This design comes from an exercise in tuning for small area, a short achievable clock period and few clock cycles per item on the open sky130 flow, not from production work.
RTL that was checked went through simulation tests only; none was proved equivalent to the original.
Power is estimated from default activity; no workload was simulated.

==> inputs of run a <==
==> flow/design.v (excerpt) <==
module decision_tree_classifier (
    input   wire    clk,
    input   wire    rst,
    input   wire    start,
    input   signed  [31:0]  psd_gamma,
    input   signed  [31:0]  psd_beta,
    input   signed  [31:0]  psd_alpha,
    input   signed  [31:0]  psd_theta,
    input   signed  [31:0]  psd_delta,
    input   signed  [31:0]  peak_amplitude,
    input           [ 7:0]  zero_counter,
    input   signed  [31:0]  dwt_gamma_max,
    input   signed  [31:0]  dwt_gamma_min,
    input   signed  [31:0]  dwt_gamma_mean,
    input   signed  [31:0]  dwt_gamma_sum,
    input   signed  [31:0]  dwt_beta_max,
    input   signed  [31:0]  dwt_beta_min,
    input   signed  [31:0]  dwt_beta_mean,
    input   signed  [31:0]  dwt_beta_sum,
    input   signed  [31:0]  dwt_alpha_max,
    input   signed  [31:0]  dwt_alpha_min,
    input   signed  [31:0]  dwt_alpha_mean,
    input   signed  [31:0]  dwt_alpha_sum,
    input   signed  [31:0]  dwt_theta_max,
    input   signed  [31:0]  dwt_theta_min,
    input   signed  [31:0]  dwt_theta_mean,
    input   signed  [31:0]  dwt_theta_sum,
    input   signed  [31:0]  dwt_delta_max,
    input   signed  [31:0]  dwt_delta_min,
    input   signed  [31:0]  dwt_delta_mean,
    input   signed  [31:0]  dwt_delta_sum,
    output  reg             done,
    output  wire    [3:0]   class_label
);
export LEC_CHECK = 0
export CAP_MARGIN = 20
export CORE_AREA = 5 5 265 265
export CTS_BUF_LIST = sky130_fd_sc_hd__clkbuf_8
export DIE_AREA = 0 0 270 270
export PLACE_DENSITY = 0.6
export SLEW_MARGIN = 20
export SYNTH_MEMORY_MAX_BITS = 65536
export TNS_END_PERCENT = 0
create_clock -name core_clock -period 14.0 [get_ports {clk}]
standard.sh (not shown) runs the stock make flow with config.mk's settings and CLKGATE_MAP_FILE= SYNTH_SCRIPT=/design/flow/synth_recipe.tcl, a recipe that flattens the netlist after the stock synthesis.
==> flow/flow/run.sh <==
#!/bin/bash
# Own layout flow: the standard ORFS flow and synthesis script, with three changes:
#  - ABC maps the logic with flow/abc.script (delay-targeted map) instead of ORFS's script;
#  - the port buffers are buf_1 instead of buffer_ports' default pick;
#  - the flow's timing repair aims at the setup margin set in flow/opts.sh.
# Each tool's output goes to the ORFS logs (orfs/logs/...) and to standard.log here.
set -euo pipefail
cd "$(dirname "$0")/.."
W=$(pwd)
source flow/opts.sh
cat > my_synth.tcl <<EOT
# synth_recipe.tcl with ABC's script replaced by flow/abc.script
proc abc {args} {
  set i [lsearch -exact \$args -script]
  if {\$i >= 0} { lset args [expr {\$i + 1}] $W/flow/abc.script }
  yosys abc {*}\$args
}
source $W/synth_recipe.tcl
EOT
sed "s#SYNTH_SCRIPT=[^ ]*synth_recipe.tcl#SYNTH_SCRIPT=$W/my_synth.tcl#" standard.sh > my_standard.sh
grep -q "SYNTH_SCRIPT=$W/my_synth.tcl" my_standard.sh
bash my_standard.sh > standard.log 2>&1
==> flow/flow/abc.script <==
strash
balance
rewrite
refactor
balance
rewrite
rewrite -z
balance
refactor -z
rewrite -z
balance
dch
map -D 1200
topo
stime -c
buffer -c
upsize -c
dnsize -c
==> flow/flow/opts.sh <==
export BUFFER_PORTS_ARGS="-buffer_cell sky130_fd_sc_hd__buf_1"
export SETUP_SLACK_MARGIN=9
export SETUP_SLACK_MARGIN=9.6
export SETUP_SLACK_MARGIN=10
==> run b: changes against run a <==
==> flow/flow/opts.sh (replaced) <==
# Settings for flow/run.sh (environment variables the ORFS scripts read).
# Port buffers: the smallest buffer rather than buffer_ports' default pick.
export BUFFER_PORTS_ARGS="-buffer_cell sky130_fd_sc_hd__buf_1"
# Timing repair aims below the real period (14 ns - 9.6 ns); config.mk's
# TNS_END_PERCENT 0 keeps it to the worst path.
export SETUP_SLACK_MARGIN=9.6
CORE_AREA = 5 5 250 250   (was 5 5 265 265)
DIE_AREA = 0 0 255 255   (was 0 0 270 270)
==> impl.org <==
** Power
- Net switching power :: 0.174 mW
- Fraction of power consumed by combinational cells :: 0.749

** Layout
- The layout has 3 clock buffers.
- Multi-input logic gates represent a cell area share of 0.542.
- Layout cells sized above 1 :: 0.0734
- The area growth from synthesis to layout is 68.7%.
- Count of plain and timing-repair buffers :: 679

** Critical path
- Combined buffer and inverter count along the critical path :: 2
- Launching element of the worst setup path :: psd_alpha[27]

** Status
- The flow ran to the end and the layout has no timing, DRC or antenna violations.

** Clocking
- Buffer count from post-CTS setup fixing :: 6

** Routing
- After detailed routing, the average wire length per cell comes to 20.2 um.
- Total number of vias :: 11700
- Wire segments on met3 add up to 4870 um in the final route.

** GRT
- Global-route wire length before repair :: 75000 um

** Placement
- HPWL reported at the end of detailed placement :: 51300 um
- Routability cong. :: 0.991
# the run above: run a

==> impl.org <==
** Layout
- Of the cells placed in the final design, the portion with a size suffix greater than 1 is 0.0470.
- Multi-input combinational area share :: 0.540
- Area growth from synthesis to layout :: 62.5%

** Placement
- Summed over all nets, the half-perimeter wirelength after detailed placement is 49900 um.
- The congestion estimate from routability-driven global placement came to 0.969.

** Routing
- Total length of routed met3 wires :: 4920 um
- Total number of vias :: 11600

** Clocking
- After clock tree synthesis, the setup repair step added 3 buffers.

** Status
- The flow ran to the end and the layout has no timing, DRC or antenna violations.

** Power
- Summed over all nets, the switching power comes to 0.170 mW.

** Critical path
- Launching element of the worst setup path :: dwt_beta_min[1]
# the run above: run b

Testbench counts of run a, summed over its fixed seeds: cycles 3,200, items 3,200.
Testbench counts of run b, summed over its fixed seeds: cycles 3,200, items 3,200.

==> run H <==
Another version of the RTL of decision_tree_classifier (not shown whole).
==> flow/config.mk <==
export PLATFORM = sky130hd
export DESIGN_NAME = decision_tree_classifier
export DESIGN_NICKNAME = decision_tree_classifier
export VERILOG_FILES = /design/flow/design.v
export SDC_FILE = /design/flow/constraint.sdc
export NUM_CORES = 4
export LEC_CHECK = 0
export CAP_MARGIN = 20
export CORE_AREA = 5 5 265 265
export CTS_BUF_LIST = sky130_fd_sc_hd__clkbuf_8
export DIE_AREA = 0 0 270 270
export PLACE_DENSITY = 0.6
export SLEW_MARGIN = 20
export SYNTH_MEMORY_MAX_BITS = 65536
==> flow/constraint.sdc <==
create_clock -name core_clock -period 14.0 [get_ports {clk}]
set_input_delay 2.8000 -clock core_clock [delete_from_list [all_inputs] [get_ports {clk}]]
set_output_delay 2.8000 -clock core_clock [all_outputs]
set_load 0.01 [all_outputs]
==> flow/flow/opts.sh <==
export BUFFER_PORTS_ARGS="-buffer_cell sky130_fd_sc_hd__buf_1"
export SETUP_SLACK_MARGIN=9
export SETUP_SLACK_MARGIN=9.8
Scripts as last shown in full above: flow/flow/run.sh, flow/flow/abc.script
==> run E (differences from run H) <==
--- a/flow/design.v
+++ b/flow/design.v
@@ -127,51 +127,35 @@
 wire c91 = ~(~dwt_delta_sum[31] & (dwt_delta_sum[30] | (dwt_delta_sum[29] | (dwt_delta_sum[28] | (dwt_delta_sum[27] | (dwt_delta_sum[26] & (dwt_delta_sum[25] | (dwt_delta_sum[24] | (dwt_delta_sum[23] & (dwt_delta_sum[22] | (dwt_delta_sum[21] | (dwt_delta_sum[20] | (dwt_delta_sum[19] & (dwt_delta_sum[18] | (dwt_delta_sum[17] | (dwt_delta_sum[16] & (dwt_delta_sum[15] & (dwt_delta_sum[14] | (dwt_delta_sum[13] | (dwt_delta_sum[12] & (dwt_delta_sum[11] | (dwt_delta_sum[10] & (dwt_delta_sum[9] | (dwt_delta_sum[8] & (dwt_delta_sum[7] & (dwt_delta_sum[6] | (dwt_delta_sum[5] | (dwt_delta_sum[4] & (dwt_delta_sum[3] | (dwt_delta_sum[2] | (dwt_delta_sum[1] | dwt_delta_sum[0])))))))))))))))))))))))))))))));    
 reg cmp_q0;
 reg cmp_q1;
 reg cmp_q2;
 reg cmp_q3;
-reg cmp_q4;
+reg sub_q4;
 reg sub_q5;
 reg sub_q6;
 reg cmp_q7;
 reg sub_q8;
 reg sub_q9;
-reg sub_q10;
-reg cmp_q11;
+reg cmp_q10;
+reg sub_q11;
 reg sub_q12;
-reg cmp_q13;
-reg sub_q14;
-reg sub_q15;
-reg cmp_q16;
-reg cmp_q17;
-reg sub_q18;
-reg sub_q19;
-reg sub_q20;
 always_ff @(posedge clk or posedge rst) begin
     if (rst) done <= 1'b0;
     else     done <= start;
 end
 always_ff @(posedge clk) begin
     cmp_q0 <= c51;
     cmp_q1 <= c59;
     cmp_q2 <= c31;
     cmp_q3 <= c73;
-    cmp_q4 <= c64;
-    sub_q5 <= (c14 ? (c10 ? (c42 ? (c79 ? 1'b0 : 1'b1) : 1'b0) : 1'b0) : (c87 ? (c27 ? (c1 ? 1'b0 : (c35 ? 1'b1 : 1'b0)) : (c34 ? 1'b1 : 1'b0)) : (c47 ? (c80 ? 1'b1 : (c45 ? 1'b1 : 1'b0)) : (c25 ? (c50 ? 1'b0 : 1'b1) : 1'b1))));
-    sub_q6 <= (c22 ? (c91 ? (c84 ? 1'b0 : 1'b1) : 1'b1) : (c41 ? (c69 ? 1'b1 : 1'b0) : 1'b0));
-    cmp_q7 <= c11;
-    sub_q8 <= (c82 ? 1'b0 : (c44 ? 1'b0 : (c43 ? (c76 ? (c57 ? 1'b1 : 1'b0) : 1'b1) : 1'b0)));
-    sub_q9 <= (c83 ? (c26 ? (c21 ? 1'b0 : (c16 ? 1'b0 : 1'b1)) : (c72 ? (c12 ? 1'b1 : 1'b0) : 1'b1)) : (c46 ? 1'b1 : (c71 ? (c78 ? 1'b0 : 1'b1) : 1'b1)));
-    sub_q10 <= (c55 ? (c54 ? 1'b0 : 1'b1) : 1'b0);
-    cmp_q11 <= c5;
-    sub_q12 <= (c49 ? (c61 ? (c39 ? (c60 ? 1'b1 : (c0 ? 1'b0 : 1'b1)) : (c15 ? 1'b1 : 1'b0)) : (c23 ? 1'b0 : (c4 ? 1'b1 : 1'b0))) : (c85 ? 1'b0 : 1'b1));
-    cmp_q13 <= c70;
-    sub_q14 <= (c47 ? (c65 ? (c90 ? (c6 ? (c86 ? 1'b1 : 1'b0) : (c40 ? 1'b0 : 1'b1)) : (c28 ? 1'b1 : 1'b0)) : 1'b1) : (c77 ? (c19 ? 1'b0 : 1'b1) : (c7 ? 1'b0 : 1'b1)));
-    sub_q15 <= (c48 ? (c62 ? (c63 ? 1'b0 : (c29 ? 1'b1 : 1'b0)) : 1'b0) : 1'b0);
-    cmp_q16 <= c37;
-    cmp_q17 <= c81;
-    sub_q18 <= (c68 ? (c53 ? (c56 ? 1'b1 : 1'b0) : (c74 ? 1'b0 : (c8 ? 1'b1 : 1'b0))) : (c18 ? (c17 ? (c30 ? 1'b0 : 1'b1) : (c33 ? 1'b0 : (c38 ? 1'b0 : 1'b1))) : (c58 ? (c36 ? (c89 ? 1'b1 : 1'b0) : 1'b1) : (c13 ? 1'b1 : 1'b0))));
-    sub_q19 <= (c75 ? (c52 ? (c3 ? 1'b0 : 1'b1) : (c32 ? (c24 ? (c2 ? 1'b0 : 1'b1) : 1'b0) : (c66 ? 1'b0 : (c67 ? 1'b1 : 1'b0)))) : (c88 ? 1'b0 : 1'b1));
-    sub_q20 <= (c9 ? (c20 ? 1'b1 : 1'b0) : 1'b1);
+    sub_q4 <= (c64 ? (c14 ? (c10 ? (c42 ? (c79 ? 1'b0 : 1'b1) : 1'b0) : 1'b0) : (c87 ? (c27 ? (c1 ? 1'b0 : (c35 ? 1'b1 : 1'b0)) : (c34 ? 1'b1 : 1'b0)) : (c47 ? (c80 ? 1'b1 : (c45 ? 1'b1 : 1'b0)) : (c25 ? (c50 ? 1'b0 : 1'b1) : 1'b1)))) : (c22 ? (c91 ? (c84 ? 1'b0 : 1'b1) : 1'b1) : (c41 ? (c69 ? 1'b1 : 1'b0) : 1'b0)));
+    sub_q5 <= (c11 ? (c82 ? 1'b0 : (c44 ? 1'b0 : (c43 ? (c76 ? (c57 ? 1'b1 : 1'b0) : 1'b1) : 1'b0))) : (c83 ? (c26 ? (c21 ? 1'b0 : (c16 ? 1'b0 : 1'b1)) : (c72 ? (c12 ? 1'b1 : 1'b0) : 1'b1)) : (c46 ? 1'b1 : (c71 ? (c78 ? 1'b0 : 1'b1) : 1'b1))));
+    sub_q6 <= (c55 ? (c54 ? 1'b0 : 1'b1) : 1'b0);
+    cmp_q7 <= c5;
+    sub_q8 <= (c49 ? (c61 ? (c39 ? (c60 ? 1'b1 : (c0 ? 1'b0 : 1'b1)) : (c15 ? 1'b1 : 1'b0)) : (c23 ? 1'b0 : (c4 ? 1'b1 : 1'b0))) : (c85 ? 1'b0 : 1'b1));
+    sub_q9 <= (c70 ? (c47 ? (c65 ? (c90 ? (c6 ? (c86 ? 1'b1 : 1'b0) : (c40 ? 1'b0 : 1'b1)) : (c28 ? 1'b1 : 1'b0)) : 1'b1) : (c77 ? (c19 ? 1'b0 : 1'b1) : (c7 ? 1'b0 : 1'b1))) : (c48 ? (c62 ? (c63 ? 1'b0 : (c29 ? 1'b1 : 1'b0)) : 1'b0) : 1'b0));
+    cmp_q10 <= c37;
+    sub_q11 <= (c81 ? (c68 ? (c53 ? (c56 ? 1'b1 : 1'b0) : (c74 ? 1'b0 : (c8 ? 1'b1 : 1'b0))) : (c18 ? (c17 ? (c30 ? 1'b0 : 1'b1) : (c33 ? 1'b0 : (c38 ? 1'b0 : 1'b1))) : (c58 ? (c36 ? (c89 ? 1'b1 : 1'b0) : 1'b1) : (c13 ? 1'b1 : 1'b0)))) : (c75 ? (c52 ? (c3 ? 1'b0 : 1'b1) : (c32 ? (c24 ? (c2 ? 1'b0 : 1'b1) : 1'b0) : (c66 ? 1'b0 : (c67 ? 1'b1 : 1'b0)))) : (c88 ? 1'b0 : 1'b1)));
+    sub_q12 <= (c9 ? (c20 ? 1'b1 : 1'b0) : 1'b1);
 end
-assign class_label = {3'd0, (cmp_q0 ? (cmp_q1 ? (cmp_q2 ? (cmp_q3 ? (cmp_q4 ? sub_q5 : sub_q6) : (cmp_q7 ? sub_q8 : sub_q9)) : sub_q10) : (cmp_q11 ? sub_q12 : (cmp_q13 ? sub_q14 : sub_q15))) : (cmp_q16 ? (cmp_q17 ? sub_q18 : sub_q19) : sub_q20))};
+assign class_label = {3'd0, (cmp_q0 ? (cmp_q1 ? (cmp_q2 ? (cmp_q3 ? sub_q4 : sub_q5) : sub_q6) : (cmp_q7 ? sub_q8 : sub_q9)) : (cmp_q10 ? sub_q11 : sub_q12))};
 endmodule
==> flow/flow/opts.sh (replaced) <==
export BUFFER_PORTS_ARGS="-buffer_cell sky130_fd_sc_hd__buf_1"
export SETUP_SLACK_MARGIN=9
export SETUP_SLACK_MARGIN=9.3
==> run K (differences from run H) <==
--- a/flow/design.v
+++ b/flow/design.v
@@ -127,51 +127,35 @@
 wire c91 = ~(~dwt_delta_sum[31] & (dwt_delta_sum[30] | (dwt_delta_sum[29] | (dwt_delta_sum[28] | (dwt_delta_sum[27] | (dwt_delta_sum[26] & (dwt_delta_sum[25] | (dwt_delta_sum[24] | (dwt_delta_sum[23] & (dwt_delta_sum[22] | (dwt_delta_sum[21] | (dwt_delta_sum[20] | (dwt_delta_sum[19] & (dwt_delta_sum[18] | (dwt_delta_sum[17] | (dwt_delta_sum[16] & (dwt_delta_sum[15] & (dwt_delta_sum[14] | (dwt_delta_sum[13] | (dwt_delta_sum[12] & (dwt_delta_sum[11] | (dwt_delta_sum[10] & (dwt_delta_sum[9] | (dwt_delta_sum[8] & (dwt_delta_sum[7] & (dwt_delta_sum[6] | (dwt_delta_sum[5] | (dwt_delta_sum[4] & (dwt_delta_sum[3] | (dwt_delta_sum[2] | (dwt_delta_sum[1] | dwt_delta_sum[0])))))))))))))))))))))))))))))));    
 reg cmp_q0;
 reg cmp_q1;
 reg cmp_q2;
 reg cmp_q3;
-reg cmp_q4;
+reg sub_q4;
 reg sub_q5;
 reg sub_q6;
 reg cmp_q7;
 reg sub_q8;
 reg sub_q9;
-reg sub_q10;
-reg cmp_q11;
+reg cmp_q10;
+reg sub_q11;
 reg sub_q12;
-reg cmp_q13;
-reg sub_q14;
-reg sub_q15;
-reg cmp_q16;
-reg cmp_q17;
-reg sub_q18;
-reg sub_q19;
-reg sub_q20;
 always_ff @(posedge clk or posedge rst) begin
     if (rst) done <= 1'b0;
     else     done <= start;
 end
 always_ff @(posedge clk) begin
     cmp_q0 <= c51;
     cmp_q1 <= c59;
     cmp_q2 <= c31;
     cmp_q3 <= c73;
-    cmp_q4 <= c64;
-    sub_q5 <= (c14 ? (c10 ? (c42 ? (c79 ? 1'b0 : 1'b1) : 1'b0) : 1'b0) : (c87 ? (c27 ? (c1 ? 1'b0 : (c35 ? 1'b1 : 1'b0)) : (c34 ? 1'b1 : 1'b0)) : (c47 ? (c80 ? 1'b1 : (c45 ? 1'b1 : 1'b0)) : (c25 ? (c50 ? 1'b0 : 1'b1) : 1'b1))));
-    sub_q6 <= (c22 ? (c91 ? (c84 ? 1'b0 : 1'b1) : 1'b1) : (c41 ? (c69 ? 1'b1 : 1'b0) : 1'b0));
-    cmp_q7 <= c11;
-    sub_q8 <= (c82 ? 1'b0 : (c44 ? 1'b0 : (c43 ? (c76 ? (c57 ? 1'b1 : 1'b0) : 1'b1) : 1'b0)));
-    sub_q9 <= (c83 ? (c26 ? (c21 ? 1'b0 : (c16 ? 1'b0 : 1'b1)) : (c72 ? (c12 ? 1'b1 : 1'b0) : 1'b1)) : (c46 ? 1'b1 : (c71 ? (c78 ? 1'b0 : 1'b1) : 1'b1)));
-    sub_q10 <= (c55 ? (c54 ? 1'b0 : 1'b1) : 1'b0);
-    cmp_q11 <= c5;
-    sub_q12 <= (c49 ? (c61 ? (c39 ? (c60 ? 1'b1 : (c0 ? 1'b0 : 1'b1)) : (c15 ? 1'b1 : 1'b0)) : (c23 ? 1'b0 : (c4 ? 1'b1 : 1'b0))) : (c85 ? 1'b0 : 1'b1));
-    cmp_q13 <= c70;
-    sub_q14 <= (c47 ? (c65 ? (c90 ? (c6 ? (c86 ? 1'b1 : 1'b0) : (c40 ? 1'b0 : 1'b1)) : (c28 ? 1'b1 : 1'b0)) : 1'b1) : (c77 ? (c19 ? 1'b0 : 1'b1) : (c7 ? 1'b0 : 1'b1)));
-    sub_q15 <= (c48 ? (c62 ? (c63 ? 1'b0 : (c29 ? 1'b1 : 1'b0)) : 1'b0) : 1'b0);
-    cmp_q16 <= c37;
-    cmp_q17 <= c81;
-    sub_q18 <= (c68 ? (c53 ? (c56 ? 1'b1 : 1'b0) : (c74 ? 1'b0 : (c8 ? 1'b1 : 1'b0))) : (c18 ? (c17 ? (c30 ? 1'b0 : 1'b1) : (c33 ? 1'b0 : (c38 ? 1'b0 : 1'b1))) : (c58 ? (c36 ? (c89 ? 1'b1 : 1'b0) : 1'b1) : (c13 ? 1'b1 : 1'b0))));
-    sub_q19 <= (c75 ? (c52 ? (c3 ? 1'b0 : 1'b1) : (c32 ? (c24 ? (c2 ? 1'b0 : 1'b1) : 1'b0) : (c66 ? 1'b0 : (c67 ? 1'b1 : 1'b0)))) : (c88 ? 1'b0 : 1'b1));
-    sub_q20 <= (c9 ? (c20 ? 1'b1 : 1'b0) : 1'b1);
+    sub_q4 <= (c64 ? (c14 ? (c10 ? (c42 ? (c79 ? 1'b0 : 1'b1) : 1'b0) : 1'b0) : (c87 ? (c27 ? (c1 ? 1'b0 : (c35 ? 1'b1 : 1'b0)) : (c34 ? 1'b1 : 1'b0)) : (c47 ? (c80 ? 1'b1 : (c45 ? 1'b1 : 1'b0)) : (c25 ? (c50 ? 1'b0 : 1'b1) : 1'b1)))) : (c22 ? (c91 ? (c84 ? 1'b0 : 1'b1) : 1'b1) : (c41 ? (c69 ? 1'b1 : 1'b0) : 1'b0)));
+    sub_q5 <= (c11 ? (c82 ? 1'b0 : (c44 ? 1'b0 : (c43 ? (c76 ? (c57 ? 1'b1 : 1'b0) : 1'b1) : 1'b0))) : (c83 ? (c26 ? (c21 ? 1'b0 : (c16 ? 1'b0 : 1'b1)) : (c72 ? (c12 ? 1'b1 : 1'b0) : 1'b1)) : (c46 ? 1'b1 : (c71 ? (c78 ? 1'b0 : 1'b1) : 1'b1))));
+    sub_q6 <= (c55 ? (c54 ? 1'b0 : 1'b1) : 1'b0);
+    cmp_q7 <= c5;
+    sub_q8 <= (c49 ? (c61 ? (c39 ? (c60 ? 1'b1 : (c0 ? 1'b0 : 1'b1)) : (c15 ? 1'b1 : 1'b0)) : (c23 ? 1'b0 : (c4 ? 1'b1 : 1'b0))) : (c85 ? 1'b0 : 1'b1));
+    sub_q9 <= (c70 ? (c47 ? (c65 ? (c90 ? (c6 ? (c86 ? 1'b1 : 1'b0) : (c40 ? 1'b0 : 1'b1)) : (c28 ? 1'b1 : 1'b0)) : 1'b1) : (c77 ? (c19 ? 1'b0 : 1'b1) : (c7 ? 1'b0 : 1'b1))) : (c48 ? (c62 ? (c63 ? 1'b0 : (c29 ? 1'b1 : 1'b0)) : 1'b0) : 1'b0));
+    cmp_q10 <= c37;
+    sub_q11 <= (c81 ? (c68 ? (c53 ? (c56 ? 1'b1 : 1'b0) : (c74 ? 1'b0 : (c8 ? 1'b1 : 1'b0))) : (c18 ? (c17 ? (c30 ? 1'b0 : 1'b1) : (c33 ? 1'b0 : (c38 ? 1'b0 : 1'b1))) : (c58 ? (c36 ? (c89 ? 1'b1 : 1'b0) : 1'b1) : (c13 ? 1'b1 : 1'b0)))) : (c75 ? (c52 ? (c3 ? 1'b0 : 1'b1) : (c32 ? (c24 ? (c2 ? 1'b0 : 1'b1) : 1'b0) : (c66 ? 1'b0 : (c67 ? 1'b1 : 1'b0)))) : (c88 ? 1'b0 : 1'b1)));
+    sub_q12 <= (c9 ? (c20 ? 1'b1 : 1'b0) : 1'b1);
 end
-assign class_label = {3'd0, (cmp_q0 ? (cmp_q1 ? (cmp_q2 ? (cmp_q3 ? (cmp_q4 ? sub_q5 : sub_q6) : (cmp_q7 ? sub_q8 : sub_q9)) : sub_q10) : (cmp_q11 ? sub_q12 : (cmp_q13 ? sub_q14 : sub_q15))) : (cmp_q16 ? (cmp_q17 ? sub_q18 : sub_q19) : sub_q20))};
+assign class_label = {3'd0, (cmp_q0 ? (cmp_q1 ? (cmp_q2 ? (cmp_q3 ? sub_q4 : sub_q5) : sub_q6) : (cmp_q7 ? sub_q8 : sub_q9)) : (cmp_q10 ? sub_q11 : sub_q12))};
 endmodule
==> flow/flow/opts.sh (replaced) <==
export BUFFER_PORTS_ARGS="-buffer_cell sky130_fd_sc_hd__buf_1"
export SETUP_SLACK_MARGIN=9
export SETUP_SLACK_MARGIN=8.3
==> qor summary <==
Sw Pwr: run E 0.174 mW; run K 0.168 mW; run H 0.178 mW
Effective utilization at floorplan: run E 9.32%; run K 9.32%; run H 9.45%
Postcts setup bufs: run E 2; run K 0; run H 6
Storage element area: run E 285 sq um; run K 285 sq um; run H 448 sq um
Detail Route met3 WL: run E 4490 microns; run K 4550 microns; run H 4850 microns
Internal power: run E 0.158 mW; run K 0.153 mW; run H 0.187 mW
Portion of total power attributed to sequential cells: run E 13.5%; run K 13.9%; run H 19.0%
Async S/R FF share, synth: run E 7.14%; run K 7.14%; run H 4.55%
Power share of the combinational group: run E 72.0%; run K 71.1%; run H 67.2%
Via count: run E 11600; run K 11500; run H 11700
Number of synthesized register bits: run E 14; run K 14; run H 22
Slew @ Worst Pin: run E 0.987 ns; run K 1.18 ns; run H 0.814 ns
Clock period minus final worst setup slack: run E 4.62 ns; run K 5.19 ns; run H 4.66 ns
Result of the run: run E complete, no violations; run K complete, no violations; run H complete, no violations
Average instance area after synthesis: run E 5.33 sq um; run K 5.33 sq um; run H 5.44 sq um
Arrival time worst endpoint: run E 4.84 ns; run K 5.41 ns; run H 4.77 ns
Testbench counts of run E, summed over its fixed seeds: cycles 3,200, items 3,200.
Testbench counts of run K, summed over its fixed seeds: cycles 3,200, items 3,200.
Function not checked in run H: the RTL went through the layout flow alone.

-- what the ideal ports hide --
No port has a modelled driver above. Below, the same layouts with a new extraction and two added sets of constraints.
Step 1 sets driving cells, clkbuf_16 on the clock port and buf_2 on the other inputs (assumed; they add their load-dependent delay and slew).
Step 2 adds t to the input delays and takes it off the output delays; t is the mean of the earliest and latest rising clock arrival at the registers after step 1. Input paths then give back, and output paths get back, about the clock's delay inside the block.
a / b / c = ideal ports / drivers / drivers and shift; a / b = the first two.
run	t (ns)	setup slack, ns	clock arrival spread, ns	slew at the worst register clock pin (ns)	worst data-port slew with drivers (ns)
run a	0.301	9.363 / 9.383 / 9.081	0.010 / 0.011	0.08 / 0.08	0.18
run b	0.306	9.287 / 9.239 / 8.933	0.005 / 0.004	0.08 / 0.08	0.21
run H	0.310	9.339 / 9.344 / 9.033	0.005 / 0.005	0.10 / 0.10	0.17
run E	0.302	9.377 / 9.382 / 9.080	0.014 / 0.014	0.10 / 0.10	0.19
run K	0.303	8.807 / 8.814 / 8.511	0.016 / 0.017	0.10 / 0.10	0.19
After both steps every run listed still meets setup and hold. The setup slack of run b, which loses most, moves by -0.048 ns with the drivers and by -0.354 ns with both steps.
